From an optimization exercise on the open Yosys and OpenROAD flow, aimed at small area, a short achievable clock period and few clock cycles; shortcuts taken in it are not production practice. RTL that was checked went through simulation tests only; none was proved equivalent to the original. Function not checked in run 1: the RTL went through the layout flow alone. Power is estimated from default activity; no workload was simulated.

==> flow/flow/run.sh <==
#!/bin/bash
bash standard.sh SETUP_SLACK_MARGIN=6.5 finish > standard.log 2>&1
==> flow/standard.sh <==
#!/bin/bash
# synth_recipe.tcl (not shown) runs the flow's synth.tcl, then flattens the netlist and writes it again
# the make line also repeats each setting of config.mk as NAME=value (left out here)
make -C /OpenROAD-flow-scripts/flow DESIGN_CONFIG=/design/flow/config.mk WORK_HOME=/design/flow/orfs CLKGATE_MAP_FILE= SYNTH_SCRIPT=/design/flow/synth_recipe.tcl "${@:-finish}"
==> flow/config.mk <==
export PLATFORM = sky130hd
export DESIGN_NAME = pipeline_6
export DESIGN_NICKNAME = pipeline_6
export VERILOG_FILES = /design/flow/design.v
export SDC_FILE = /design/flow/constraint.sdc
export NUM_CORES = 4
export LEC_CHECK = 0
export ABC_CLOCK_PERIOD_IN_PS = 3000
export CAP_MARGIN = 20
export CORE_MARGIN = 2
export CORE_UTILIZATION = 40
export PLACE_DENSITY = 0.6
export SETUP_SLACK_MARGIN = 5
export SLEW_MARGIN = 20
==> flow/constraint.sdc <==
create_clock -name core_clock -period 10.0 [get_ports {clk}]
set_input_delay 2.0000 -clock core_clock [delete_from_list [all_inputs] [get_ports {clk}]]
set_output_delay 2.0000 -clock core_clock [all_outputs]
set_load 0.01 [all_outputs]
==> flow/design.v <==
`timescale 1ns / 1ps
module pipeline_6(
    clk,
    rst,
    imem_addr,
    imem_rdata,
    dmem_addr,
    dmem_wdata,
    dmem_wmask,
    dmem_we,
    dmem_rdata
);
input clk, rst;
output [31:0] imem_addr;
input  [31:0] imem_rdata;
output [31:0] dmem_addr;
output [31:0] dmem_wdata;
output [3:0]  dmem_wmask;
output        dmem_we;
input  [31:0] dmem_rdata;
reg  [31:2] pcF;
reg         vD, hD;
reg  [31:0] iD;
reg  [31:2] pcD;
reg         btbV;
reg  [13:2] btbTag;
reg  [12:2] btbImm;
reg         vE;
reg  [31:0] aE, bE, sE;
reg  [31:2] altE;
reg  [2:0]  f3E;
reg         subE, sgnE, sraE, opE, brE, jlE, jrE, ldE, stE, wE, predE, o4E, o8E;
reg  [4:0]  rdE;
reg         wenM, stM, ldM;
reg  [31:0] resM, sdM;
reg  [3:0]  wmM;
reg  [2:0]  f3M;
reg  [4:0]  rdM;
reg  [31:0] rf [1:31];
wire [4:0] op = iD[6:2];
wire dJ    = op[4] &  op[1];                       
wire dJR   = op[4] & ~op[1] &  op[0];              
wire dBR   = op[4] & ~op[0];                       
wire dU    = ~op[4] & op[2] & op[0];               
wire dLUI  = dU & op[3];
wire dLD   = ~op[4] & ~op[2] & ~op[3];             
wire dST   = ~op[4] & ~op[2] &  op[3];             
wire dOPI  = ~op[4] &  op[2] & ~op[0] & ~op[3];    
wire dOP   = ~op[4] &  op[2] & ~op[0] &  op[3];    
wire [2:0] f3 = iD[14:12];
wire [4:0] rs1 = iD[19:15];
wire [4:0] rs2 = iD[24:20];
wire [4:0] rd  = iD[11:7];
wire use1 = ~dJ & ~dU;
wire use2 = dBR | dST | dOP;
wire dW   = ~dBR & ~dST & (rd != 5'd0);
wire [31:0] immI = {{20{iD[31]}}, iD[31:20]};
wire [31:0] immS = {{20{iD[31]}}, iD[31:25], iD[11:7]};
wire [31:0] immU = {iD[31:12], 12'd0};
wire [31:2] immB = {{20{iD[31]}}, iD[7], iD[30:25], iD[11:9]};
wire [31:2] immJ = {{12{iD[31]}}, iD[19:12], iD[20], iD[30:22]};
wire [31:2] tgtD;
ks_add #(.W(30)) u_addD (.a(pcD), .b(dJ ? immJ : immB), .ci(1'b0), .s(tgtD), .co());
wire [31:2] pcD1  = pcD + 30'd1;
wire        bo4   = (iD[31:25] == 7'd0) & (iD[11:7] == 5'b00100);
wire        bo8   = (iD[31:25] == 7'd0) & (iD[11:7] == 5'b01000);
wire        jo4   = (iD[31:12] == 20'h00400);
wire        predD = (dJ & ~jo4) | (dBR & iD[31]);
wire        btbOK = dBR & iD[31] & ({iD[7], iD[30:25], iD[11:9]} == btbImm[11:2]);
wire stallD = vD & vE & ldE & wE &
              ((use1 & (rdE == rs1)) | (use2 & (rdE == rs2)));
wire [31:0] resE;
wire [31:0] wbM;
reg  [31:0] rf1, rf2;
integer k;
always @(*) begin
    rf1 = 32'd0;
    rf2 = 32'd0;
    for (k = 1; k < 32; k = k + 1) begin
        rf1 = rf1 | ({32{rs1 == k}} & rf[k]);
        rf2 = rf2 | ({32{rs2 == k}} & rf[k]);
    end
end
wire fE1 = vE & wE & (rdE == rs1);
wire fE2 = vE & wE & (rdE == rs2);
wire fM1 = wenM & (rdM == rs1);
wire fM2 = wenM & (rdM == rs2);
wire [31:0] r1 = fE1 ? resE : fM1 ? wbM : rf1;
wire [31:0] r2 = fE2 ? resE : fM2 ? wbM : rf2;
wire [31:0] opA = dU ? (dLUI ? 32'd0 : {pcD, 2'b00}) : r1;
wire [31:0] opB = (dOP | dBR) ? r2 : dST ? immS : dU ? immU : immI;
wire        subD = dOP & iD[30] & (f3 == 3'd0);
wire        sgnD = dBR ? ~f3[1] : ~f3[0];
genvar gi;
wire [32:0] sum;
ks_add #(.W(32)) u_addE (.a(aE), .b(bE), .ci(subE), .s(sum[31:0]), .co(sum[32]));
wire [31:0] cA = {aE[31] ^ sgnE, aE[30:0]};
wire [31:0] cB = {bE[31] ^ sgnE, bE[30:0]};
wire [31:0] cl0 = ~cA & cB;
wire [31:0] ce0 = ~(cA ^ cB);
wire [15:0] cl1, ce1;
wire [7:0]  cl2, ce2;
wire [3:0]  cl3, ce3;
wire [1:0]  cl4, ce4;
generate
    for (gi = 0; gi < 16; gi = gi + 1) begin : g_c1
        assign cl1[gi] = cl0[2*gi+1] | (ce0[2*gi+1] & cl0[2*gi]);
        assign ce1[gi] = ce0[2*gi+1] & ce0[2*gi];
    end
    for (gi = 0; gi < 8; gi = gi + 1) begin : g_c2
        assign cl2[gi] = cl1[2*gi+1] | (ce1[2*gi+1] & cl1[2*gi]);
        assign ce2[gi] = ce1[2*gi+1] & ce1[2*gi];
    end
    for (gi = 0; gi < 4; gi = gi + 1) begin : g_c3
        assign cl3[gi] = cl2[2*gi+1] | (ce2[2*gi+1] & cl2[2*gi]);
        assign ce3[gi] = ce2[2*gi+1] & ce2[2*gi];
    end
    for (gi = 0; gi < 2; gi = gi + 1) begin : g_c4
        assign cl4[gi] = cl3[2*gi+1] | (ce3[2*gi+1] & cl3[2*gi]);
        assign ce4[gi] = ce3[2*gi+1] & ce3[2*gi];
    end
endgenerate
wire        lt   = cl4[1] | (ce4[1] & cl4[0]);
wire        eq   = ce4[1] & ce4[0];
wire [31:0] aRev, shRev;
generate
    for (gi = 0; gi < 32; gi = gi + 1) begin : g_rev
        assign aRev[gi] = aE[31 - gi];
        assign shRev[gi] = shr[31 - gi];
    end
endgenerate
wire [31:0] shIn = f3E[2] ? aE : aRev;
wire [32:0] shX  = {sraE & shIn[31], shIn};
wire [32:0] shO  = $signed(shX) >>> bE[4:0];
wire [31:0] shr  = shO[31:0];
reg [31:0] alu;
always @(*) begin
    case (opE ? f3E : 3'd0)
    3'd0: alu = sum[31:0];
    3'd1: alu = shRev;
    3'd2: alu = {31'd0, lt};
    3'd3: alu = {31'd0, lt};
    3'd4: alu = aE ^ bE;
    3'd5: alu = shr;
    3'd6: alu = aE | bE;
    default: alu = aE & bE;
    endcase
end
assign resE = jlE ? {altE, 2'b00} : alu;
wire taken = (f3E[2] ? lt : eq) ^ f3E[0];
wire redirE = vE & ((brE & (predE ? ~taken : (taken & ~o4E & ~o8E))) | (brE & ~predE & taken & o8E & ~(vD & ~hD)) | jrE);
wire [31:2] tgtE = jrE ? sum[31:2] : altE;
wire kill8  = vE & brE & ~predE & taken & o8E & vD & ~hD;
wire killD  = redirE | kill8;
wire redirD0 = vD & (hD ? ~btbOK : predD);
wire redirD  = redirD0 & ~stallD & ~killD;
wire [31:2] tgtR = (hD & ~predD) ? pcD1 : tgtD;
wire btbW    = vD & ~stallD & ~killD & dBR & iD[31] & ~(hD & btbOK);
wire        hitF = btbV & (pcF[13:2] == btbTag);
wire [31:2] tgtF;
ks_add #(.W(30)) u_addF (.a(pcF), .b({{19{btbImm[12]}}, btbImm}), .ci(1'b0), .s(tgtF), .co());
wire [31:2] pcO  = rst ? 30'd0 : stallD ? pcF : (redirD0 & ~kill8) ? tgtR : hitF ? tgtF : pcF + 30'd1;
wire [3:0] wm = f3E[1] ? 4'b1111 :
                f3E[0] ? (sum[1] ? 4'b1100 : 4'b0011) :
                         (4'b0001 << sum[1:0]);
wire [31:0] sd = f3E[1] ? sE : f3E[0] ? {2{sE[15:0]}} : {4{sE[7:0]}};
assign dmem_addr  = resM;
assign dmem_we    = stM;
assign dmem_wdata = sdM;
assign dmem_wmask = wmM;
wire [15:0] ldh = resM[1] ? dmem_rdata[31:16] : dmem_rdata[15:0];
wire [7:0]  ldb = resM[0] ? ldh[15:8] : ldh[7:0];
wire [31:0] ldv = f3M[1] ? dmem_rdata :
                  f3M[0] ? {{16{ldh[15] & ~f3M[2]}}, ldh} :
                           {{24{ldb[7] & ~f3M[2]}}, ldb};
assign wbM = ldM ? ldv : resM;
assign imem_addr = {pcF, 2'b00};
always @(posedge clk) begin
    pcF <= (redirE & ~rst) ? tgtE : pcO;
end
always @(posedge clk) begin
    if (rst)
        vD <= 1'b0;
    else if (!stallD)
        vD <= ~redirE & ~redirD;
    if (!stallD) begin
        iD  <= imem_rdata;
        pcD <= pcF;
        hD  <= hitF;
    end
end
always @(posedge clk) begin
    if (rst)
        btbV <= 1'b0;
    else if (btbW)
        btbV <= 1'b1;
    if (btbW) begin
        btbTag <= pcD[13:2];
        btbImm <= {iD[31], iD[7], iD[30:25], iD[11:9]};
    end
end
always @(posedge clk) begin
    if (rst)
        vE <= 1'b0;
    else
        vE <= vD & ~stallD & ~killD;
    aE    <= opA;
    bE    <= opB ^ {32{subD}};
    sE    <= r2;
    altE  <= (dBR & ~iD[31]) ? tgtD : pcD1;
    f3E   <= dBR ? f3 : (dOP | dOPI) ? f3 : (dLD | dST) ? f3 : 3'd0;
    subE  <= subD;
    sgnE  <= sgnD;
    sraE  <= iD[30];
    opE   <= dOP | dOPI;
    brE   <= dBR;
    jlE   <= dJ | dJR;
    jrE   <= dJR;
    ldE   <= dLD;
    stE   <= dST;
    wE    <= dW;
    predE <= iD[31];
    o4E   <= bo4;
    o8E   <= bo8;
    rdE   <= rd;
end
always @(posedge clk) begin
    if (rst) begin
        wenM <= 1'b0;
        stM  <= 1'b0;
    end else begin
        wenM <= vE & wE;
        stM  <= vE & stE;
    end
    ldM  <= ldE;
    f3M  <= f3E;
    rdM  <= rdE;
    resM <= resE;
    sdM  <= sd;
    wmM  <= wm;
end
always @(posedge clk) begin
    if (wenM)
        rf[rdM] <= wbM;
end
endmodule
module ks_add #(parameter W = 32) (
    input  [W-1:0] a,
    input  [W-1:0] b,
    input          ci,
    output [W-1:0] s,
    output         co
);
localparam L = $clog2(W);
wire [W-1:0] g [0:L];
wire [W-1:0] p [0:L];
assign g[0] = (a & b) | {{(W-1){1'b0}}, ci & (a[0] | b[0])};
assign p[0] = a ^ b;
genvar i, j;
generate
    for (i = 0; i < L; i = i + 1) begin : g_lvl
        for (j = 0; j < W; j = j + 1) begin : g_bit
            if (j >= (1 << i)) begin : g_op
                assign g[i+1][j] = g[i][j] | (p[i][j] & g[i][j - (1 << i)]);
                assign p[i+1][j] = p[i][j] & p[i][j - (1 << i)];
            end else begin : g_pass
                assign g[i+1][j] = g[i][j];
                assign p[i+1][j] = p[i][j];
            end
        end
    end
endgenerate
assign s  = p[0] ^ {g[L][W-2:0], ci};
assign co = g[L][W-1];
endmodule
==> results of run 1 <==
==> layer usage <==
layer | track usage (%) | share of wire, % | wire, um | up-vias
li1 | - | - | - | 24400
met1 | 46.7 | 32 | 119000 | 31000
met2 | 57.5 | 40 | 149000 | 6782
met3 | 20.4 | 17 | 61700 | 2139
met4 | 33.3 | 11 | 39000 | 54
met5 | 3.14 | 0.48 | 1780 | -
==> where the power goes <==
part / switching (mW) / internal (mW)
registers: 0.399 / 6.59
clock network: 2.43 / 3.23
logic: 2.73 / 1.53
==> cell usage after synthesis (40+ instances only) <==
| library cell | number | share of area [%] |
|---|---|---|
| a211oi_1 | 78 | 0.87 |
| a21o_1 | 56 | 0.62 |
| a21oi_1 | 211 | 1.6 |
| a222oi_1 | 65 | 0.96 |
| a22oi_1 | 864 | 9.6 |
| a31oi_1 | 40 | 0.37 |
| and3_1 | 40 | 0.37 |
| buf_1 | 42 | 0.23 |
| clkbuf_1 | 341 | 1.9 |
| dfxtp_1 | 229 | 6.8 |
| edfxtp_1 | 1106 | 49 |
| ha_1 | 155 | 2.9 |
| inv_1 | 165 | 0.92 |
| mux2i_1 | 82 | 1.2 |
| mux4_2 | 56 | 1.9 |
| nand2_1 | 465 | 2.6 |
| nand3_1 | 186 | 1.4 |
| nand4_1 | 103 | 0.95 |
| nor2_1 | 351 | 2.0 |
| nor3_1 | 115 | 0.85 |
| nor4_1 | 43 | 0.40 |
| o211ai_1 | 82 | 0.91 |
| o21ai_0 | 201 | 1.5 |
| xnor2_1 | 114 | 1.5 |
| xor2_1 | 71 | 0.92 |
==> layout make-up <==
type                            count  area, sq um  share of cell area, %
Sequential cell                  1335        38000                   44.7
Multi-Input combinational cell   4005        31500                   37.1
Timing Repair Buffer              713         6960                   8.19
Clock buffer                      188         4040                   4.76
Tap cell                         2204         2760                   3.25
Clock inverter                     81          926                   1.09
Inverter                          168          703                  0.828
Antenna cell                       17         42.5                 0.0501
Timing Repair inverter              4         30.0                 0.0354
==> placed cells by master, fill, tap and decap left out, types with 82 or more instances in the layout <==
cell / n
buf_6: 98
xnor2_1: 106
dfxtp_1: 162
nor2_4: 83
nor2_1: 250
a21oi_1: 175
clkbuf_16: 158
nand2_1: 454
o211ai_1: 82
nand4_1: 103
nand3_1: 172
buf_4: 390
inv_1: 151
a22oi_1: 863
edfxtp_1: 1106
ha_1: 120
nor3_1: 97
o21ai_0: 142
==> registers in the layout (all words and copies together), names as in the netlist, 3 cells and up <==
signal	count
btbTag	12
pcD	30
bE	32
sE	32
rdM	5
resM	32
rf	992
sdM	32
btbImm	11
iD	30
aE	32
f3E	3
wmM	4
f3M	3
altE	30
pcF	30
rdE	5
==> final timing paths <==
kind | startpoint | end | slack (ns) | depth (start not counted)
max | aE[28] | btbTag[7] | 5.92 | 16
min | ldE | ldM | 0.32 | 0
min reg2reg | ldE | ldM | 0.32 | 0
max reg2reg | aE[28] | btbTag[7] | 5.92 | 16
==> cells by family after synthesis <==
group	share of synthesized area (%)
AOI/OAI and AO/OA	20.6
other	0.00555
and+or+nand+nor	10.7
DFF	56.0
xor gates and xnor gates	2.40
muxes	3.93
adders and majority gates	2.99
buffers and inverters	3.39
==> stage by stage <==
step           utilization, %  instances
2_1_floorplan               -       5901
3_3_place_gp             43.5       8021
3_5_place_dp             43.5       8023
4_1_cts                  49.3       8581
5_1_grt                  50.7       8702
6_report                 50.7       8715
==> timing repair <==
item	CTS	global route
setup endpoints to repair	955	279
pin swaps	141	162
buffers inserted	244	108
cloned	45	8
gates resized for setup	747	314
==> results.txt, run 1 <==
run status: no timing/DRC/antenna violations
die height: 415 um
Slew @ Worst Pin: 1.33 ns
Worst Path Arrival: 4.66 ns
Top delay family on crit path: buffers and inverters
Netlist cell types: 93
Root Driver: clkbuf_16
# clock sinks: 1335
Routed WL per cell: 42.5 um
Setup Skew: 0.124 ns
total global routing overflow: 0
worst path cell trace: inv_1, ha_2, nor4_1, buf_4, nand4_1, buf_4, nor3_4, mux2i_1, o21ai_2, o31ai_2, nand3b_1, buf_6, nor4_4, buf_6, buf_12, buf_16
first-pass GRT wire length: 489000 um
Vias: 64400
pin count of the biggest net entering global routing: 51
cell leakage power: 30.0 nW
setup_tns: 0 ns
kind of critical path: reg2reg
Seq/Total Area, Yosys: 56.0%
crit-path max FO: 10
Post-Syn Instances: 5900
Post-synth EDFFs: 1106
Max Slew Vio Count: 0
HPWL after DPL: 208000 um
worst skew pair latency: 0.86 ns
Initial Util: 40.4%
CTS tree: built
Overall Power: 16.9 mW
fraction of registers with async set/reset: 0%
pre-CTS setup slack: 4.65 ns
Max VDD drop: 170 uV
combined area of all synthesized cells: 0.0676 sq mm
fin nets: 6598
RSZ-0062 raised after global routing: true
crit end category: register
Critical Path RT: 10.58 ns
crit start category: register
Max stage delay on crit path: 0.51 ns
top_reg_cell synth: edfxtp_1
Die X: 415 um
yosys warns: 3
flops & latches, synth: 1335
Placeable Area: 0.167 sq mm
WL final: 370000 um
Via density: 7.39
antenna violations before repair: 25
hold_ws: 0.324 ns
critical path's slowest cell: dfxtp_2
clock buffer depth: 3
vias in the first global route: 59200
FILL cells: 14600
Die ar.: 0.172 sq mm
number of DRC markers in iteration 0: 13600
Rel. slew slack: 11.2%
Final Cell Area: 0.0849 sq mm
crit path buf inv count: 7
Port Buffer Count: 162
htree depth: 4
gr usage total: 41.0%
hold buffer count at cts: 0
Clock transition at path regs: 0.06 ns
P&R area growth vs syn: 25.7%
Peak Freq: 245 MHz
placed cell areas: 0.0728 sq mm
setup slack after layout: 5.92 ns
CTS buffer count: 146
DRC Markers: 0
Mapped Avg Cell Area: 11.4 sq um
TritonRoute pass-1 iters: 13
layout cell share with drive strength beyond 1: 24.0%
Placer Congestion: 1.01
# IOs: 167
PD cells: 199 mW/mm^2
endpoints failing hold: 0
Finish-stage setup viols: 0
Hold/Removal Path Class: reg2reg
Cell Rows: 150
crit share post-route: 40.8%
max_cap viols: 0
ANT nets after route: 0
Final Critical Period: 4.08 ns
==> run 2: changes to the inputs <==
--- a/flow/design.v
+++ b/flow/design.v
@@ -30,5 +30,9 @@
 reg  [31:2] altE;
 reg  [2:0]  f3E;
-reg         subE, sgnE, sraE, opE, brE, jlE, jrE, ldE, stE, wE, predE, o4E, o8E;
+reg         subE, sgnE, sraE, jrE, ldE, stE, wE;
+reg         xAdd, xSll, xSlt, xXor, xSr, xOr, xAnd, xLnk;
+reg         tEq, tNe, tLt, tGe;
+reg  [4:0]  shE;
+reg         mT, mN, k8;
 reg  [4:0]  rdE;
 reg         wenM, stM, ldM;
@@ -86,8 +90,17 @@
 wire fM1 = wenM & (rdM == rs1);
 wire fM2 = wenM & (rdM == rs2);
-wire [31:0] r1 = fE1 ? resE : fM1 ? wbM : rf1;
-wire [31:0] r2 = fE2 ? resE : fM2 ? wbM : rf2;
-wire [31:0] opA = dU ? (dLUI ? 32'd0 : {pcD, 2'b00}) : r1;
-wire [31:0] opB = (dOP | dBR) ? r2 : dST ? immS : dU ? immU : immI;
+wire sE1 = fE1;
+wire sM1 = ~fE1 & fM1;
+wire sR1 = ~fE1 & ~fM1;
+wire sE2 = fE2;
+wire sM2 = ~fE2 & fM2;
+wire sR2 = ~fE2 & ~fM2;
+wire [31:0] r2 = ({32{sE2}} & resE) | ({32{sM2}} & wbM) | ({32{sR2}} & rf2);
+wire        bReg = dOP | dBR;
+wire [31:0] immX = dST ? immS : dU ? immU : immI;
+wire [31:0] nextA = ({32{~dU & sE1}} & resE) | ({32{~dU & sM1}} & wbM) | ({32{~dU & sR1}} & rf1) |
+                    ({32{dU & ~dLUI}} & {pcD, 2'b00});
+wire [31:0] nextB = (({32{bReg & sE2}} & resE) | ({32{bReg & sM2}} & wbM) | ({32{bReg & sR2}} & rf2) |
+                     ({32{~bReg}} & immX)) ^ {32{subD}};
 wire        subD = dOP & iD[30] & (f3 == 3'd0);
 wire        sgnD = dBR ? ~f3[1] : ~f3[0];
@@ -132,33 +145,28 @@
 wire [31:0] shIn = f3E[2] ? aE : aRev;
 wire [32:0] shX  = {sraE & shIn[31], shIn};
-wire [32:0] shO  = $signed(shX) >>> bE[4:0];
+wire [32:0] shO  = $signed(shX) >>> shE;
 wire [31:0] shr  = shO[31:0];
-reg [31:0] alu;
-always @(*) begin
-    case (opE ? f3E : 3'd0)
-    3'd0: alu = sum[31:0];
-    3'd1: alu = shRev;
-    3'd2: alu = {31'd0, lt};
-    3'd3: alu = {31'd0, lt};
-    3'd4: alu = aE ^ bE;
-    3'd5: alu = shr;
-    3'd6: alu = aE | bE;
-    default: alu = aE & bE;
-    endcase
-end
-assign resE = jlE ? {altE, 2'b00} : alu;
-wire taken = (f3E[2] ? lt : eq) ^ f3E[0];
-wire redirE = vE & ((brE & (predE ? ~taken : (taken & ~o4E & ~o8E))) | (brE & ~predE & taken & o8E & ~(vD & ~hD)) | jrE);
+assign resE = ({32{xAdd}} & sum[31:0]) | ({32{xSll}} & shRev) | {31'd0, xSlt & lt} |
+              ({32{xXor}} & (aE ^ bE)) | ({32{xSr}} & shr) | ({32{xOr}} & (aE | bE)) |
+              ({32{xAnd}} & aE & bE) | ({32{xLnk}} & {altE, 2'b00});
+wire taken  = (tEq & eq) | (tNe & ~eq) | (tLt & lt) | (tGe & ~lt);
+wire o8x    = k8 & vD & ~hD;
+wire jrv    = vE & jrE;
+wire redirE = (taken & mT & ~o8x) | (~taken & mN) | jrv;
+wire kill8  = taken & o8x;
+wire killD  = redirE | kill8;
 wire [31:2] tgtE = jrE ? sum[31:2] : altE;
-wire kill8  = vE & brE & ~predE & taken & o8E & vD & ~hD;
-wire killD  = redirE | kill8;
 wire redirD0 = vD & (hD ? ~btbOK : predD);
 wire redirD  = redirD0 & ~stallD & ~killD;
 wire [31:2] tgtR = (hD & ~predD) ? pcD1 : tgtD;
-wire btbW    = vD & ~stallD & ~killD & dBR & iD[31] & ~(hD & btbOK);
+wire btbW    = vD & ~stallD & dBR & iD[31] & ~(hD & btbOK);
 wire        hitF = btbV & (pcF[13:2] == btbTag);
 wire [31:2] tgtF;
 ks_add #(.W(30)) u_addF (.a(pcF), .b({{19{btbImm[12]}}, btbImm}), .ci(1'b0), .s(tgtF), .co());
-wire [31:2] pcO  = rst ? 30'd0 : stallD ? pcF : (redirD0 & ~kill8) ? tgtR : hitF ? tgtF : pcF + 30'd1;
+wire [31:2] pcS  = hitF ? tgtF : pcF + 30'd1;
+wire [31:2] pcDN = stallD ? pcF : redirD0 ? tgtR : pcS;
+wire [31:2] pcDT = stallD ? pcF : (redirD0 & ~o8x) ? tgtR : pcS;
+wire [31:2] pcN  = rst ? 30'd0 : jrv ? sum[31:2] : mN ? altE : pcDN;
+wire [31:2] pcT  = rst ? 30'd0 : jrv ? sum[31:2] : (mT & ~o8x) ? altE : pcDT;
 wire [3:0] wm = f3E[1] ? 4'b1111 :
                 f3E[0] ? (sum[1] ? 4'b1100 : 4'b0011) :
@@ -177,5 +185,5 @@
 assign imem_addr = {pcF, 2'b00};
 always @(posedge clk) begin
-    pcF <= (redirE & ~rst) ? tgtE : pcO;
+    pcF <= taken ? pcT : pcN;
 end
 always @(posedge clk) begin
@@ -205,22 +213,32 @@
     else
         vE <= vD & ~stallD & ~killD;
-    aE    <= opA;
-    bE    <= opB ^ {32{subD}};
+    aE    <= nextA;
+    bE    <= nextB;
+    shE   <= nextB[4:0] & {5{(dOP | dOPI) & (f3[1:0] == 2'b01)}};
     sE    <= r2;
     altE  <= (dBR & ~iD[31]) ? tgtD : pcD1;
-    f3E   <= dBR ? f3 : (dOP | dOPI) ? f3 : (dLD | dST) ? f3 : 3'd0;
+    f3E   <= f3;
     subE  <= subD;
     sgnE  <= sgnD;
     sraE  <= iD[30];
-    opE   <= dOP | dOPI;
-    brE   <= dBR;
-    jlE   <= dJ | dJR;
+    xAdd  <= ~(dJ | dJR) & (~(dOP | dOPI) | (f3 == 3'd0));
+    xSll  <= (dOP | dOPI) & (f3 == 3'd1);
+    xSlt  <= (dOP | dOPI) & (f3[2:1] == 2'b01);
+    xXor  <= (dOP | dOPI) & (f3 == 3'd4);
+    xSr   <= (dOP | dOPI) & (f3 == 3'd5);
+    xOr   <= (dOP | dOPI) & (f3 == 3'd6);
+    xAnd  <= (dOP | dOPI) & (f3 == 3'd7);
+    xLnk  <= dJ | dJR;
+    tEq   <= f3 == 3'd0;
+    tNe   <= f3 == 3'd1;
+    tLt   <= f3[2] & ~f3[0];
+    tGe   <= f3[2] & f3[0];
+    mT    <= vD & ~stallD & ~killD & dBR & ~iD[31] & ~bo4;
+    mN    <= vD & ~stallD & ~killD & dBR & iD[31];
+    k8    <= vD & ~stallD & ~killD & dBR & ~iD[31] & bo8;
     jrE   <= dJR;
     ldE   <= dLD;
     stE   <= dST;
     wE    <= dW;
-    predE <= iD[31];
-    o4E   <= bo4;
-    o8E   <= bo8;
     rdE   <= rd;
 end
@@ -252,5 +270,5 @@
     output         co
 );
-localparam L = $clog2(W);
+localparam L = 5;   
 wire [W-1:0] g [0:L];
 wire [W-1:0] p [0:L];
==> flow/flow/run.sh (replaced) <==
#!/bin/bash
bash standard.sh SETUP_SLACK_MARGIN=6.5 'BUFFER_PORTS_ARGS=-buffer_cell sky130_fd_sc_hd__buf_4' finish > standard.log 2>&1
==> results.txt, run 2 <==
PD cells: 207 mW/mm^2 (was 199 mW/mm^2)
Port Buffer Count: 162 (unchanged)
antenna violations before repair: 26 (was 25)
Rel. slew slack: 10.0% (was 11.2%)
most frequent cells in the layout: edfxtp_1, a22oi_1, buf_4 (was edfxtp_1, a22oi_1, nand2_1)
combined area of all synthesized cells: 0.0669 sq mm (was 0.0676 sq mm)
fraction of registers with async set/reset: 0% (unchanged)
number of DRC markers in iteration 0: 15100 (was 13600)
layout cell share with drive strength beyond 1: 24.9% (was 24.0%)
hold buffer count at cts: 0 (unchanged)
endpoints failing hold: 0 (unchanged)
CTS tree: built (unchanged)
register with the most flip-flops: rf (unchanged)
crit share post-route: 38.7% (was 40.8%)
Vias: 64000 (was 64400)
Mapped Avg Cell Area: 11.4 sq um (about the same)
vias in the first global route: 58500 (was 59200)
Worst Path Arrival: 4.45 ns (was 4.66 ns)
most common cell after layout, fill and taps aside: edfxtp_1 (unchanged)
XOR/XNOR Fraction of Synth Area: 2.51% (was 2.40%)
TritonRoute pass-1 iters: 15 (was 13)
Die X: 413 um (was 415 um)
RSZ-0062 raised after global routing: true (unchanged)
Placeable Area: 0.167 sq mm (about the same)
crit-path max FO: 10 (unchanged)
hold_ws: 0.347 ns (was 0.324 ns)
# IOs: 167 (unchanged)
FILL cells: 14500 (was 14600)
placed cell areas: 0.0720 sq mm (was 0.0728 sq mm)
max reg flops: 992 (unchanged)
Compound-Gate Fraction of Synth Area: 20.2% (was 20.6%)
top cells by area, synth: edfxtp_1, a22oi_1, dfxtp_1 (unchanged)
Placer Congestion: 1.05 (was 1.01)
total global routing overflow: 0 (unchanged)
WL final: 368000 um (was 370000 um)
Netlist cell types: 95 (was 93)
yosys warns: 3 (unchanged)
die height: 413 um (was 415 um)
Yosys top cell by area: edfxtp_1 (unchanged)
P&R area growth vs syn: 24.5% (was 25.7%)
Final Cell Area: 0.0833 sq mm (was 0.0849 sq mm)
CTS buffer count: 149 (was 146)
Seq/Total Area, Yosys: 56.9% (was 56.0%)
synthesized-area fraction occupied by adder cells: 2.98% (was 2.99%)
top_reg_cell synth: edfxtp_1 (unchanged)
Hold/Removal Path Class: reg2reg (unchanged)
Routed WL per cell: 42.4 um (was 42.5 um)
internal power: 11.4 mW (was 11.3 mW)
crit end category: register (unchanged)
mux contribution to synthesized area: 3.58% (was 3.93%)
gr usage total: 41.1% (was 41.0%)
Post-synth EDFFs: 1106 (unchanged)
Post-Syn Instances: 5851 (was 5900)
Clock power frac: 33.2% (was 33.5%)
ANT nets after route: 0 (unchanged)
run status: no timing/DRC/antenna violations (unchanged)
setup_tns: 0 ns (unchanged)
fraction of power spent switching nets: 33.8% (was 32.9%)
Psw: 5.83 mW (was 5.56 mW)
first-pass GRT wire length: 482000 um (was 489000 um)
Finish-stage setup viols: 0 (unchanged)
part of the power in registers: 41.4% (was 41.3%)
crit start category: register (unchanged)
Die ar.: 0.171 sq mm (was 0.172 sq mm)
top-area cell type share of the netlist area: 49.6% (was 49.2%)
kind of critical path: reg2reg (unchanged)
cell leakage power: 29.5 nW (was 30.0 nW)
Max Slew Vio Count: 0 (unchanged)
HPWL after DPL: 207000 um (was 208000 um)
most frequent cell after synthesis: edfxtp_1 (unchanged)
largest family of logic cells by synthesized area: compound AO/OA/AOI/OAI gates (unchanged)
max_cap viols: 0 (unchanged)
pin count of the biggest net entering global routing: 57 (was 51)
flops & latches, synth: 1349 (was 1335)
Clock transition at path regs: 0.06 ns (about the same)
Root Driver: clkbuf_16 (unchanged)
# clock sinks: 1349 (was 1335)
htree depth: 4 (unchanged)
clock buffer depth: 3 (unchanged)
fin nets: 6561 (was 6598)
Post-Synth Simple-Gate Area: 10.6% (was 10.7%)
Critical Path RT: 10.58 ns (about the same)
DRC Markers: 0 (unchanged)
Initial Util: 40.2% (was 40.4%)
worst skew pair latency: 0.85 ns (was 0.86 ns)
Setup Skew: 0.0482 ns (was 0.124 ns)
Max VDD drop: 133 uV (was 170 uV)
Via density: 7.38 (was 7.39)
Final Critical Period: 3.87 ns (was 4.08 ns)
Peak Freq: 258 MHz (was 245 MHz)
Combinational Power Share: 25.5% (was 25.2%)
Slew @ Worst Pin: 1.35 ns (was 1.33 ns)
Synth top cells by count: edfxtp_1, a22oi_1, nand2_1 (unchanged)
Cell Rows: 150 (unchanged)
## run 2: cell count changes after synthesis, sizes merged, moves of 20 or more
cell	change
clkbuf	-20
nand4	+38
nor2	+30
a211oi	-43
a21oi	+110
a22oi	+31
and2	-26
## run 2: through the flow
stage	total power, mW	utilization [%]	setup WS, ns	cells
2_1_floorplan	8.84	-	5.86	5852
5_1_grt	17.5	50.0	6.06	8663
3_3_place_gp	10.4	43.2	4.47	8001
3_5_place_dp	10.4	43.2	4.50	8001
6_report	17.3	50.0	6.13	8670
4_1_cts	16.6	48.5	6.18	8507
## run 2: power by group through the flow
stage          sequential (mW)  clock, mW  combinational [mW]
2_1_floorplan             7.05          0                1.80
3_3_place_gp              7.27          0                3.10
3_5_place_dp              7.27          0                3.14
4_1_cts                   7.11       5.71                3.80
5_1_grt                   7.12       5.92                4.42
6_report                  7.13       5.72                4.39
## run 2: worst max-delay path, cell delays in order, from the launching register on
cell	delay [ns]
dfxtp_4	0.45
inv_1	0.10
ha_2	0.37
or4_4	0.46
a21oi_1	0.27
nor3_1	0.14
o2111ai_4	0.26
or3b_4	0.49
mux2i_4	0.23
a2bb2oi_2	0.16
buf_12	0.17
buf_4	0.15
a211oi_4	0.24
o21ai_1	0.10
## run 2: final timing paths
| path | start | to | slack [ns] | cells past startpoint |
|---|---|---|---|---|
| worst min-delay path | ldE | ldM | 0.35 | 0 |
| worst max-delay path | aE[6] | pcF[25] | 6.13 | 13 |
| worst max register to register | aE[6] | pcF[25] | 6.13 | 13 |
| worst min register to register | ldE | ldM | 0.35 | 0 |
## run 2: cell families (layout without fill, tap and decap cells)
kind of cell | after synthesis | count (layout)
compound gates | 1918 | 1941
xor+xnor | 192 | 192
fa+ha+maj | 157 | 157
buf+inv | 569 | 1144
flops | 1349 | 1349
mux | 163 | 165
other cells | 1 | 11
simple gates | 1502 | 1507
## run 2: routing by layer
layer | routed length (um) | share of wire [%] | vias up | track usage, %
met1 | 115000 | 31 | 30400 | 46.0
met2 | 144000 | 39 | 7020 | 57.3
met5 | 989 | 0.27 | - | 1.95
met4 | 41700 | 11 | 48 | 33.7
met3 | 66100 | 18 | 2429 | 22.0
li1 | - | - | 24100 | -
## run 2: timing repair
action | 4_1_cts | 5_1_grt
setup endpoints to repair | 802 | 436
gates cloned | 33 | 7
resized for setup | 444 | 267
pin swaps | 112 | 129
setup buffers | 203 | 147
## run 2: cell type report
type                       instances  area (sq um)  share of cell area (%)
clock buffer                     183          3950                    4.74
multi-input combinational       3964         30300                    36.3
timing repair inverter             2          12.5                  0.0150
clock inverter                    87          1080                    1.29
antenna                            9          22.5                  0.0270
tap                             2204          2760                    3.31
inverter                         182           721                   0.865
timing repair buffer             690          6260                    7.51
sequential                      1349         38300                    45.9
Testbench counts of run 2, summed over its fixed seeds: cycles 169,294.
==> run 3: changes to the inputs <==
--- a/flow/design.v
+++ b/flow/design.v
@@ -27,6 +27,8 @@
 reg  [12:2] btbImm;
 reg         vE;
-reg  [31:0] aE, bE, sE;
-reg  [31:2] altE;
+reg  [31:0] aE, bE;
+reg  [31:0] xE;
+wire [31:2] altE = xE[31:2];
+wire [31:0] sE = xE;
 reg  [2:0]  f3E;
 reg         subE, sgnE, sraE, jrE, ldE, stE, wE;
@@ -40,4 +42,8 @@
 reg  [3:0]  wmM;
 reg  [2:0]  f3M;
+reg         lwM;
+reg  [1:0]  lhM;
+reg  [3:0]  lbM;
+reg  [5:0]  lsM;
 reg  [4:0]  rdM;
 reg  [31:0] rf [1:31];
@@ -177,10 +183,13 @@
 assign dmem_wdata = sdM;
 assign dmem_wmask = wmM;
-wire [15:0] ldh = resM[1] ? dmem_rdata[31:16] : dmem_rdata[15:0];
-wire [7:0]  ldb = resM[0] ? ldh[15:8] : ldh[7:0];
-wire [31:0] ldv = f3M[1] ? dmem_rdata :
-                  f3M[0] ? {{16{ldh[15] & ~f3M[2]}}, ldh} :
-                           {{24{ldb[7] & ~f3M[2]}}, ldb};
-assign wbM = ldM ? ldv : resM;
+wire [31:0] d = dmem_rdata;
+wire sgnx = (lsM[0] & d[7]) | (lsM[1] & d[15]) | (lsM[2] & d[23]) | (lsM[3] & d[31]) |
+            (lsM[4] & d[15]) | (lsM[5] & d[31]);
+wire [7:0]  w0 = ({8{lwM | lhM[0] | lbM[0]}} & d[7:0]) | ({8{lbM[1]}} & d[15:8]) |
+                 ({8{lhM[1] | lbM[2]}} & d[23:16]) | ({8{lbM[3]}} & d[31:24]);
+wire [7:0]  w1 = ({8{lwM | lhM[0]}} & d[15:8]) | ({8{lhM[1]}} & d[31:24]) |
+                 ({8{lsM[0] | lsM[1] | lsM[2] | lsM[3]}} & {8{sgnx}});
+wire [15:0] w2 = ({16{lwM}} & d[31:16]) | {16{sgnx}};
+assign wbM = {w2, w1, w0} | ({32{~ldM}} & resM);
 assign imem_addr = {pcF, 2'b00};
 always @(posedge clk) begin
@@ -209,13 +218,19 @@
 end
 always @(posedge clk) begin
-    if (rst)
+    if (rst) begin
         vE <= 1'b0;
-    else
+        mT <= 1'b0;
+        mN <= 1'b0;
+        k8 <= 1'b0;
+    end else begin
         vE <= vD & ~stallD & ~killD;
+        mT <= vD & ~stallD & ~killD & dBR & ~iD[31] & ~bo4;
+        mN <= vD & ~stallD & ~killD & dBR & iD[31];
+        k8 <= vD & ~stallD & ~killD & dBR & ~iD[31] & bo8;
+    end
     aE    <= nextA;
     bE    <= nextB;
     shE   <= nextB[4:0] & {5{(dOP | dOPI) & (f3[1:0] == 2'b01)}};
-    sE    <= r2;
-    altE  <= (dBR & ~iD[31]) ? tgtD : pcD1;
+    xE    <= dST ? r2 : {((dBR & ~iD[31]) ? tgtD : pcD1), 2'b00};
     f3E   <= f3;
     subE  <= subD;
@@ -234,7 +249,4 @@
     tLt   <= f3[2] & ~f3[0];
     tGe   <= f3[2] & f3[0];
-    mT    <= vD & ~stallD & ~killD & dBR & ~iD[31] & ~bo4;
-    mN    <= vD & ~stallD & ~killD & dBR & iD[31];
-    k8    <= vD & ~stallD & ~killD & dBR & ~iD[31] & bo8;
     jrE   <= dJR;
     ldE   <= dLD;
@@ -252,4 +264,9 @@
     end
     ldM  <= ldE;
+    lwM  <= ldE & f3E[1];
+    lhM  <= {2{ldE & ~f3E[1] & f3E[0]}} & {sum[1], ~sum[1]};
+    lbM  <= {4{ldE & ~f3E[1] & ~f3E[0]}} & (4'b0001 << sum[1:0]);
+    lsM  <= {{2{~f3E[2]}} & {2{ldE & ~f3E[1] & f3E[0]}} & {sum[1], ~sum[1]},
+             {4{~f3E[2]}} & {4{ldE & ~f3E[1] & ~f3E[0]}} & (4'b0001 << sum[1:0])};
     f3M  <= f3E;
     rdM  <= rdE;
--- a/flow/config.mk
+++ b/flow/config.mk
@@ -9,6 +9,8 @@
 export CAP_MARGIN = 20
 export CORE_MARGIN = 2
-export CORE_UTILIZATION = 40
-export PLACE_DENSITY = 0.6
+export CORE_UTILIZATION = 55
+export CTS_CLUSTER_DIAMETER = 60
+export CTS_CLUSTER_SIZE = 25
+export PLACE_DENSITY = 0.7
 export SETUP_SLACK_MARGIN = 5
 export SLEW_MARGIN = 20
==> results.txt, run 3 <==
FF-to-FF path depth: 14 (was 13)
placed cells: 7212 (was 8001)
Via density: 8.01 (was 7.38)
endpoints failing hold: 0 (unchanged)
Max Slew Vio Count: 0 (unchanged)
Vias: 62300 (was 64000)
max reg flops: 992 (unchanged)
crit start category: register (unchanged)
Setup crit end: dmem_addr[29] (was pcF[25])
Max stage delay on crit path: 0.86 ns (was 0.49 ns)
critical path's slowest cell: dfxtp_1 (was or3b_4)
fraction of registers with async set/reset: 0% (unchanged)
DRC Markers: 0 (unchanged)
yosys warns: 3 (unchanged)
part of the power in registers: 44.4% (was 41.4%)
Post-Synth Simple-Gate Area: 10.2% (was 10.6%)
Top delay family on crit path: flip-flops (was simple AND/OR/NAND/NOR gates)
die height: 351 um (was 413 um)
Die X: 351 um (was 413 um)
Placer Congestion: 1.05 (about the same)
fin nets: 6285 (was 6561)
first-pass GRT wire length: 449000 um (was 482000 um)
Worst Path Arrival: 1.86 ns (was 4.45 ns)
Critical Path RT: 8.00 ns (was 10.58 ns)
# clock sinks: 1329 (was 1349)
kind of critical path: reg2out (was reg2reg)
pin count of the biggest net entering global routing: 66 (was 57)
Psw: 5.70 mW (was 5.83 mW)
Netlist cell types: 88 (was 95)
antenna violations before repair: 21 (was 26)
Setup Skew: 0.0682 ns (was 0.0482 ns)
flops & latches, synth: 1329 (was 1349)
crit path buf inv count: 1 (was 3)
worst skew pair latency: 0.80 ns (was 0.85 ns)
layout cell share with drive strength beyond 1: 26.2% (was 24.9%)
largest family of logic cells by synthesized area: compound AO/OA/AOI/OAI gates (unchanged)
gr usage total: 53.3% (was 41.1%)
number of DRC markers in iteration 0: 15100 (about the same)
vias in the first global route: 55900 (was 58500)
crit-path max FO: 3 (was 10)
Clock power frac: 28.2% (was 33.2%)
internal power: 10.4 mW (was 11.4 mW)
fraction of power spent switching nets: 35.5% (was 33.8%)
WHS Path Cells: 0 (unchanged)
CP Launch Point: resM[29] (was aE[6])
worst path cell trace: buf_4 (was inv_1, ha_2, or4_4, a21oi_1, nor3_1, o2111ai_4, or3b_4, mux2i_4, a2bb2oi_2, buf_12, buf_4, a211oi_4, o21ai_1)
most frequent cell after synthesis: edfxtp_1 (unchanged)
Stages on worst setup path: 1 (was 13)
XOR/XNOR Fraction of Synth Area: 2.57% (was 2.51%)
RSZ-0062 raised after global routing: true (unchanged)
synthesized-area fraction occupied by adder cells: 3.02% (was 2.98%)
Initial Util: 55.3% (was 40.2%)
top-area cell type share of the netlist area: 50.2% (was 49.6%)
crit end category: output pin (was register)
# IOs: 167 (unchanged)
clock buffer depth: 3 (unchanged)
ANT nets after route: 0 (unchanged)
WL final: 339000 um (was 368000 um)
Seq/Total Area, Yosys: 57.0% (was 56.9%)
Cell Rows: 127 (was 150)
combined area of all synthesized cells: 0.0661 sq mm (was 0.0669 sq mm)
top_reg_cell synth: edfxtp_1 (unchanged)
top cells by area, synth: edfxtp_1, a22oi_1, dfxtp_1 (unchanged)
total global routing overflow: 0 (unchanged)
Hold/Removal Path Class: reg2reg (unchanged)
RR Endpoint: xE[18] (was pcF[25])
register with the most flip-flops: rf (unchanged)
cell leakage power: 28.7 nW (was 29.5 nW)
Routed WL per cell: 43.6 um (was 42.4 um)
run status: no timing/DRC/antenna violations (unchanged)
htree depth: 3 (was 4)
TritonRoute pass-1 iters: 14 (was 15)
CTS tree: built (unchanged)
Synth top cells by count: edfxtp_1, a22oi_1, nor2_1 (was edfxtp_1, a22oi_1, nand2_1)
Placeable Area: 0.120 sq mm (was 0.167 sq mm)
Combinational Power Share: 27.4% (was 25.5%)
Final Critical Period: 3.86 ns (was 3.87 ns)
Finish-stage setup viols: 0 (unchanged)
crit share post-route: 38.6% (was 38.7%)
max_cap viols: 0 (unchanged)
Port Buffer Count: 162 (unchanged)
Mapped Avg Cell Area: 11.7 sq um (was 11.4 sq um)
Clock transition at path regs: 0.09 ns (was 0.06 ns)
reg-to-reg startpoint: bE[16] (was aE[6])
P&R area growth vs syn: 21.7% (was 24.5%)
Die ar.: 0.123 sq mm (was 0.171 sq mm)
Compound-Gate Fraction of Synth Area: 20.6% (was 20.2%)
mux contribution to synthesized area: 3.38% (was 3.58%)
Max VDD drop: 209 uV (was 133 uV)
setup_tns: 0 ns (unchanged)
most common cell after layout, fill and taps aside: edfxtp_1 (unchanged)
Post-Syn Instances: 5667 (was 5851)
FILL cells: 8890 (was 14500)
Reg2Reg Setup Slack: 6.34 ns (was 6.13 ns)
Slew @ Worst Pin: 1.33 ns (was 1.35 ns)
CTS buffer count: 99 (was 149)
HPWL after DPL: 198000 um (was 207000 um)
post-route insts no fill: 7773 (was 8670)
Peak Freq: 259 MHz (was 258 MHz)
Rel. slew slack: 11.0% (was 10.0%)
PD cells: 199 mW/mm^2 (was 207 mW/mm^2)
Post-synth EDFFs: 1106 (unchanged)
Yosys top cell by area: edfxtp_1 (unchanged)
Root Driver: clkbuf_16 (unchanged)
most frequent cells in the layout: edfxtp_1, a22oi_1, buf_4 (unchanged)
run 3: cell types whose count changed after synthesis, moves of 35 or more:
| cell | delta |
|---|---|
| a22o_1 | +109 |
| nand2_1 | -119 |
| o21ai_1 | +37 |
| a22oi_1 | -233 |
| o21ai_0 | -46 |
| a221oi_1 | +110 |
| o211ai_1 | -42 |
| a21oi_1 | -51 |
| a211oi_1 | +35 |
| a222oi_1 | +50 |
run 3: cells by family (layout without fill, tap and decap cells):
| logic type | count (synthesis) | in the layout |
|---|---|---|
| xor gates and xnor gates | 194 | 194 |
| DFF | 1329 | 1329 |
| other | 1 | 14 |
| adders and majority gates | 157 | 157 |
| AOI/OAI and AO/OA | 1848 | 1850 |
| buffers and inverters | 570 | 1040 |
| muxes | 161 | 161 |
| and+or+nand+nor | 1407 | 1416 |
run 3: worst min path at each step:
stage	slack, ns	start	endpoint
6_report	0.40	rdE[0]	rdM[0]
2_1_floorplan	0.35	iD[14]	f3E[2]
5_1_grt	0.40	rdE[0]	rdM[0]
4_1_cts	0.40	rdE[0]	rdM[0]
3_5_place_dp	0.38	rdE[1]	rdM[1]
3_3_place_gp	0.38	xE[0]	sdM[0]
run 3: routing by layer:
metal	wire (um)	GRT usage (%)	vias up
li1	-	-	23400
met1	104000	62.1	29200
met2	131000	72.3	7282
met3	61700	26.0	2409
met4	41500	47.4	29
met5	643	1.14	-
run 3: area by class of cell:
type                            count  area, sq um  area share, %
Inverter                          175          703          0.873
Clock inverter                     81         1100           1.37
Timing Repair Buffer              672         5730           7.12
Timing Repair inverter              5         30.0         0.0373
Antenna cell                       12         30.0         0.0373
Sequential cell                  1329        37900           47.0
Multi-Input combinational cell   3780        30400           37.8
Tap cell                         1612         2020           2.51
Clock buffer                      107         2590           3.22
run 3: stage by stage:
step / setup WS (ns) / total power, mW / area (sq um) / utilization (%) / hold WS [ns]
after floorplan: 6.31 / 8.77 / 66500 / - / 0.346
after global placement: 5.02 / 10.4 / 70200 / 58.7 / 0.385
after detailed placement: 4.98 / 10.4 / 70200 / 58.7 / 0.385
after CTS: 6.32 / 15.3 / 77900 / 65.1 / 0.401
after global routing: 6.24 / 16.2 / 80500 / 67.3 / 0.403
final: 6.14 / 16.1 / 80500 / 67.3 / 0.396
run 3: what timing repair did:
| action | CTS | global route |
|---|---|---|
| pin swaps | 124 | 120 |
| cloned | 10 | 9 |
| hold buffers | 0 | 0 |
| gates resized for setup | 515 | 311 |
| setup buffers | 205 | 133 |
| endpoints found under the setup margin | 309 | 200 |
run 3: power by group through the flow:
stage	clock [mW]	combinational [mW]	sequential, mW
after floorplan	0	1.78	6.99
after global placement	0	3.14	7.24
after detailed placement	0	3.17	7.24
after CTS	4.47	3.78	7.08
after global routing	4.69	4.45	7.11
final	4.52	4.40	7.14
Testbench counts of run 3, summed over its fixed seeds: cycles 169,294.
==> run 4: changes to the inputs <==
--- a/flow/config.mk
+++ b/flow/config.mk
@@ -15,2 +15,3 @@
 export SETUP_SLACK_MARGIN = 5
 export SLEW_MARGIN = 20
+export TNS_END_PERCENT = 30
==> results.txt, run 4 <==
Yosys top cell by area: edfxtp_1 (unchanged)
DRC Markers: 0 (unchanged)
number of DRC markers in iteration 0: 14000 (was 15100)
# clock sinks: 1329 (unchanged)
Post-synth EDFFs: 1106 (unchanged)
hold_ws: 0.412 ns (was 0.396 ns)
total global routing overflow: 0 (unchanged)
Slew @ Worst Pin: 1.72 ns (was 1.33 ns)
Placer Congestion: 1.03 (was 1.05)
Netlist cell types: 88 (unchanged)
Max Slew Vio Count: 32 (was 0)
post-route insts no fill: 7677 (was 7773)
top_reg_cell synth: edfxtp_1 (unchanged)
gr usage total: 52.6% (was 53.3%)
vias in the first global route: 56300 (was 55900)
hold buffer count at cts: 0 (unchanged)
Rel. slew slack: -14.8% (was 11.0%)
Die ar.: 0.123 sq mm (unchanged)
Max stage delay on crit path: 0.94 ns (was 0.86 ns)
PD cells: 202 mW/mm^2 (was 199 mW/mm^2)
crit share post-route: 39.8% (was 38.6%)
most frequent cells in the layout: edfxtp_1, a22oi_1, buf_4 (unchanged)
Finish-stage setup viols: 0 (unchanged)
max_cap viols: 2 (was 0)
top cells by area, synth: edfxtp_1, a22oi_1, dfxtp_1 (unchanged)
crit end category: output pin (unchanged)
pin count of the biggest net entering global routing: 65 (was 66)
TritonRoute pass-1 iters: 13 (was 14)
clock buffer depth: 3 (unchanged)
flops & latches, synth: 1329 (unchanged)
Final Critical Period: 3.98 ns (was 3.86 ns)
Port Buffer Count: 162 (unchanged)
worst skew pair latency: 0.82 ns (was 0.80 ns)
fin nets: 6183 (was 6285)
ANT nets after route: 0 (unchanged)
most common cell after layout, fill and taps aside: edfxtp_1 (unchanged)
Cell Rows: 127 (unchanged)
CTS tree: built (unchanged)
setup slack after layout: 6.02 ns (was 6.14 ns)
FILL cells: 8919 (was 8890)
# IOs: 167 (unchanged)
Root Driver: clkbuf_16 (unchanged)
top-area cell type share of the netlist area: 50.2% (unchanged)
WL final: 334000 um (was 339000 um)
CTS buffer count: 99 (unchanged)
Die X: 351 um (unchanged)
setup_tns: 0 ns (unchanged)
max reg flops: 992 (unchanged)
htree depth: 3 (unchanged)
Vias: 61700 (was 62300)
Critical Path RT: 8.00 ns (about the same)
Hold/Removal Path Class: reg2reg (unchanged)
Synth top cells by count: edfxtp_1, a22oi_1, nor2_1 (unchanged)
fraction of registers with async set/reset: 0% (unchanged)
pre-CTS setup slack: 5.08 ns (was 4.98 ns)
kind of critical path: reg2out (unchanged)
Clock transition at path regs: 0.10 ns (was 0.09 ns)
Multi-input gate area: 0.0302 sq mm (was 0.0304 sq mm)
die height: 351 um (unchanged)
crit path buf inv count: 1 (unchanged)
run status: finished with violations (was no timing/DRC/antenna violations)
crit start category: register (unchanged)
Initial Util: 55.3% (unchanged)
yosys warns: 3 (unchanged)
layout check faults: capacitance limit, slew limit
register area: 0.0379 sq mm (about the same)
Setup Skew: 0.121 ns (was 0.0682 ns)
Peak Freq: 251 MHz (was 259 MHz)
P&R area growth vs syn: 20.4% (was 21.7%)
Overall Power: 16.0 mW (was 16.1 mW)
first-pass GRT wire length: 444000 um (was 449000 um)
HPWL after DPL: 190000 um (was 198000 um)
Seq/Total Area, Yosys: 57.0% (unchanged)
most frequent cell after synthesis: edfxtp_1 (unchanged)
register with the most flip-flops: rf (unchanged)
Post-Syn Instances: 5667 (unchanged)
combined area of all synthesized cells: 0.0661 sq mm (unchanged)
Top delay family on crit path: flip-flops (unchanged)
RSZ-0062 raised after global routing: true (unchanged)
Placeable Area: 0.120 sq mm (unchanged)
Mapped Avg Cell Area: 11.7 sq um (unchanged)
Routed WL per cell: 43.5 um (was 43.6 um)
cell leakage power: 28.0 nW (was 28.7 nW)
Via density: 8.03 (was 8.01)
placed cells: 7201 (was 7212)
Worst Path Arrival: 1.98 ns (was 1.86 ns)
crit-path max FO: 3 (unchanged)
antenna violations before repair: 25 (was 21)
critical path's slowest cell: dfxtp_1 (unchanged)
worst path cell trace: buf_4 (unchanged)
layout cell share with drive strength beyond 1: 24.4% (was 26.2%)
Max VDD drop: 195 uV (was 209 uV)
endpoints failing hold: 0 (unchanged)
[run 4: cell counts after synthesis]
No cell type changed its count.
[run 4: final timing paths]
| path | slack, ns | endpoint | cells after the start | start |
|---|---|---|---|---|
| setup / recovery | 6.02 | dmem_addr[17] | 1 | resM[17] |
| hold / removal | 0.41 | rdM[4] | 0 | rdE[4] |
| setup reg to reg | 6.17 | pcF[30] | 19 | iD[3] |
| hold reg to reg | 0.41 | rdM[4] | 0 | rdE[4] |
[run 4: layer usage]
metal / part of all wire, % / GRT usage (%)
met4: 12 / 46.8
met1: 31 / 59.6
met3: 17 / 25.8
met2: 40 / 72.9
met5: 0.20 / 2.86
[run 4: final cells by class]
class | instances | area share [%]
multi-input combinational | 3775 | 38.0
inverter | 175 | 0.867
timing repair inverter | 4 | 0.0283
timing repair buffer | 576 | 6.26
clock buffer | 101 | 3.15
clock inverter | 85 | 1.58
tap | 1612 | 2.53
antenna | 20 | 0.0629
sequential | 1329 | 47.5
[run 4: power breakdown]
part	internal [mW]	switching (mW)
Sequential	6.66	0.473
Clock	2.19	2.40
Combinational	1.48	2.84
Total	10.3	5.71
[run 4: logic make-up after synthesis]
group | after synthesis | share of synthesized area (%)
muxes | 161 | 3.38
other | 1 | 0.00567
buffers and inverters | 570 | 3.33
adders and majority gates | 157 | 3.02
xor gates and xnor gates | 194 | 2.57
and+or+nand+nor | 1407 | 10.2
DFF | 1329 | 57.0
AOI/OAI and AO/OA | 1848 | 20.6
[run 4: stage by stage]
stage	utilization (%)	area (sq um)
floorplan	-	66400
global placement	58.5	70000
detailed placement	58.5	70000
CTS	64.7	77400
global route	66.5	79600
finish	66.5	79600
[run 4: what timing repair did]
action                                  4_1_cts  5_1_grt
buffers inserted                            161       90
endpoints found under the setup margin      308      291
gates cloned                                  9        6
gates resized for setup                     506      275
pin swaps                                   115      146
==> run 5: changes to the inputs <==
==> flow/flow/run.sh (replaced) <==
#!/bin/bash
bash standard.sh SETUP_SLACK_MARGIN=7.0 'BUFFER_PORTS_ARGS=-buffer_cell sky130_fd_sc_hd__buf_4' finish > standard.log 2>&1
==> results.txt, run 5 <==
run status: finished with violations (unchanged)
layout check faults: capacitance limit, slew limit (unchanged)
CTS tree: built (unchanged)
Max stage delay on crit path: 0.50 ns (was 0.94 ns)
Psw: 6.10 mW (was 5.71 mW)
WL final: 359000 um (was 334000 um)
combined area of all synthesized cells: 0.0661 sq mm (unchanged)
Final Critical Period: 3.77 ns (was 3.98 ns)
# clock sinks: 1329 (unchanged)
Placer Congestion: 1.09 (was 1.03)
Clock power frac: 26.8% (was 28.6%)
Post-synth EDFFs: 1106 (unchanged)
most frequent cells in the layout: edfxtp_1, a22oi_1, buf_4 (unchanged)
critical path's slowest cell: or4_4 (was dfxtp_1)
first-pass GRT wire length: 475000 um (was 444000 um)
most common cell after layout, fill and taps aside: edfxtp_1 (unchanged)
Rel. slew slack: -8.49% (was -14.8%)
placed cells: 7218 (was 7201)
Hold Crit Start: rdE[2] (was rdE[4])
Combinational Power Share: 30.7% (was 26.9%)
clock buffer depth: 3 (unchanged)
Seq/Total Area, Yosys: 57.0% (unchanged)
most frequent cell after synthesis: edfxtp_1 (unchanged)
crit path buf inv count: 1 (unchanged)
ANT nets after route: 0 (unchanged)
endpoints failing hold: 0 (unchanged)
internal power: 10.7 mW (was 10.3 mW)
Initial Util: 55.3% (unchanged)
number of DRC markers in iteration 0: 18200 (was 14000)
Finish-stage setup viols: 0 (unchanged)
Die ar.: 0.123 sq mm (unchanged)
max_cap viols: 1 (was 2)
crit-path max FO: 10 (was 3)
post-route insts no fill: 8061 (was 7677)
Peak Freq: 265 MHz (was 251 MHz)
Routed WL per cell: 44.6 um (was 43.5 um)
Cell Rows: 127 (unchanged)
CTS buffer count: 99 (unchanged)
total global routing overflow: 0 (unchanged)
Top delay family on crit path: compound AO/OA/AOI/OAI gates (was flip-flops)
setup slack after layout: 6.23 ns (was 6.02 ns)
CP Launch Point: iD[31] (was resM[17])
Max VDD drop: 172 uV (was 195 uV)
kind of critical path: reg2reg (was reg2out)
Hold/Removal Path Class: reg2reg (unchanged)
register with the most flip-flops: rf (unchanged)
fin nets: 6555 (was 6183)
Port Buffer Count: 162 (unchanged)
PD cells: 196 mW/mm^2 (was 202 mW/mm^2)
pin count of the biggest net entering global routing: 67 (was 65)
top-area cell type share of the netlist area: 50.2% (unchanged)
DRC Markers: 0 (unchanged)
# IOs: 167 (unchanged)
worst path cell trace: buf_12, and2_4, a21o_1, ha_4, a21oi_4, o221ai_4, a31o_4, a211o_1, o221ai_4, a21oi_4, or4_4, nand3_4, nand3b_1, o211ai_1, o22ai_1 (was buf_4)
RSZ-0062 raised after global routing: true (unchanged)
Vias: 66300 (was 61700)
Synth top cells by count: edfxtp_1, a22oi_1, nor2_1 (unchanged)
Netlist cell types: 88 (unchanged)
top_reg_cell synth: edfxtp_1 (unchanged)
Slew @ Worst Pin: 1.61 ns (was 1.72 ns)
Setup Skew: 0.0646 ns (was 0.121 ns)
Max Slew Vio Count: 2 (was 32)
htree depth: 3 (unchanged)
max reg flops: 992 (unchanged)
Via density: 8.22 (was 8.03)
part of the power in registers: 42.5% (was 44.5%)
die height: 351 um (unchanged)
HPWL after DPL: 197000 um (was 190000 um)
Die X: 351 um (unchanged)
Critical Path RT: 10.53 ns (was 8.00 ns)
vias in the first global route: 59600 (was 56300)
Mapped Avg Cell Area: 11.7 sq um (unchanged)
Yosys top cell by area: edfxtp_1 (unchanged)
top cells by area, synth: edfxtp_1, a22oi_1, dfxtp_1 (unchanged)
Worst Path Arrival: 4.31 ns (was 1.98 ns)
TritonRoute pass-1 iters: 20 (was 13)
cell leakage power: 30.8 nW (was 28.0 nW)
fraction of registers with async set/reset: 0% (unchanged)
setup_tns: 0 ns (unchanged)
layout cell share with drive strength beyond 1: 32.4% (was 24.4%)
worst skew pair latency: 0.84 ns (was 0.82 ns)
crit start category: register (unchanged)
reg-to-reg startpoint: iD[31] (was iD[3])
Clock transition at path regs: 0.09 ns (was 0.10 ns)
P&R area growth vs syn: 29.8% (was 20.4%)
yosys warns: 3 (unchanged)
antenna violations before repair: 33 (was 25)
Placeable Area: 0.120 sq mm (unchanged)
crit end category: register (was output pin)
pre-CTS setup slack: 5.03 ns (was 5.08 ns)
Root Driver: clkbuf_16 (unchanged)
Post-Syn Instances: 5667 (unchanged)
flops & latches, synth: 1329 (unchanged)
gr usage total: 56.5% (was 52.6%)
fraction of power spent switching nets: 36.2% (was 35.6%)
crit share post-route: 37.7% (was 39.8%)
[run 5: cell counts after synthesis]
Identical to the previous run, type by type.
[run 5: through the flow]
step / hold slack [ns] / instance area [sq um] / power, mW / util (%)
2_1_floorplan: 0.346 / 66700 / 8.80 / -
3_3_place_gp: 0.393 / 70300 / 10.4 / 58.8
3_5_place_dp: 0.386 / 70300 / 10.4 / 58.8
4_1_cts: 0.405 / 83400 / 15.9 / 69.7
5_1_grt: 0.416 / 85800 / 17.0 / 71.7
6_report: 0.414 / 85800 / 16.8 / 71.7
[run 5: final cells by class]
class	count	area [sq um]
sequential	1329	37900
fill	7978	33800
multi-input combinational	3789	32000
timing repair buffer	933	9380
clock buffer	104	2520
tap	1612	2020
clock inverter	83	1120
inverter	175	713
antenna	31	77.6
timing repair inverter	5	32.5
[run 5: kinds of logic after synthesis]
| family | share of synthesized area (%) |
|---|---|
| compound gates | 20.6 |
| buf+inv | 3.33 |
| xor+xnor | 2.57 |
| fa+ha+maj | 3.02 |
| other cells | 0.00567 |
| mux | 3.38 |
| flops | 57.0 |
| simple gates | 10.2 |
[run 5: path summary, 6_finish.rpt]
| kind | to | slack (ns) | depth (start not counted) |
|---|---|---|---|
| worst max-delay path | pcF[31] | 6.23 | 15 |
| worst min register to register | rdM[2] | 0.41 | 0 |
| worst min-delay path | rdM[2] | 0.41 | 0 |
| worst max register to register | pcF[31] | 6.23 | 15 |
[run 5: metal layers]
layer | vias to the layer above | part of all wire, % | GRT usage (%)
li1 | 24000 | - | -
met1 | 30900 | 29 | 62.4
met2 | 8271 | 37 | 74.4
met3 | 3000 | 19 | 32.8
met4 | 56 | 13 | 52.6
met5 | - | 0.54 | 10.1
[run 5: worst reg2reg max path, cell delays in order (launching register included)]
cell,delay (ns)
edfxtp_1,0.46
buf_12,0.21
and2_4,0.19
a21o_1,0.20
ha_4,0.27
a21oi_4,0.14
o221ai_4,0.14
a31o_4,0.26
a211o_1,0.32
o221ai_4,0.28
a21oi_4,0.11
or4_4,0.51
nand3_4,0.08
nand3b_1,0.10
o211ai_1,0.15
o22ai_1,0.10
[run 5: timing repair]
item                                    in CTS  in global routing
hold buffers                                 0                  0
endpoints found under the setup margin    1159                631
gates cloned                                34                  6
pin swaps                                  312                212
buffers inserted                           463                119
resized for setup                         1101                280
[run 5: power by group through the flow]
stage / combinational, mW / sequential, mW / clock, mW
after floorplan: 1.80 / 6.99 / 0
after global placement: 3.16 / 7.24 / 0
after detailed placement: 3.19 / 7.24 / 0
after CTS: 4.38 / 7.07 / 4.44
after global routing: 5.18 / 7.12 / 4.65
final: 5.17 / 7.15 / 4.52

what the ideal ports hide:
No port has a modelled driver above. Below, the same layouts with a new extraction and two added sets of constraints.
Step 1, drivers: a clkbuf_16 drives clk and a buf_2 each remaining input, both assumed.
Step 2, shift: input delay + t, output delay - t, t = (earliest + latest rising clock arrival at the registers) / 2. This alone moves slack from input paths to output paths.
a / b / c = no drivers / after step 1 / after step 2; a / b = the first two.
run | t (ns) | setup WS [ns] | worst hold slack (ns) | worst setup path after step 2 | worst slew at a driven data input, ns
run 1 | 0.887 | 5.924 / 5.924 / 5.469 | 0.324 / 0.324 / 0.324 | input to register | 0.07
run 2 | 0.911 | 6.125 / 6.125 / 5.467 | 0.347 / 0.347 / 0.347 | input to register | 0.14
run 3 | 0.843 | 6.136 / 6.057 / 5.413 | 0.396 / 0.396 / 0.396 | input to register | 0.06
run 4 | 0.847 | 6.023 / 5.940 / 5.417 | 0.412 / 0.412 / 0.412 | input to register | 0.05
run 5 | 0.885 | 6.227 / 6.227 / 5.608 | 0.414 / 0.414 / 0.414 | input to register | 0.05
For run 3, which loses most, drivers alone change the setup slack by -0.079 ns; drivers and shift together by -0.723 ns.
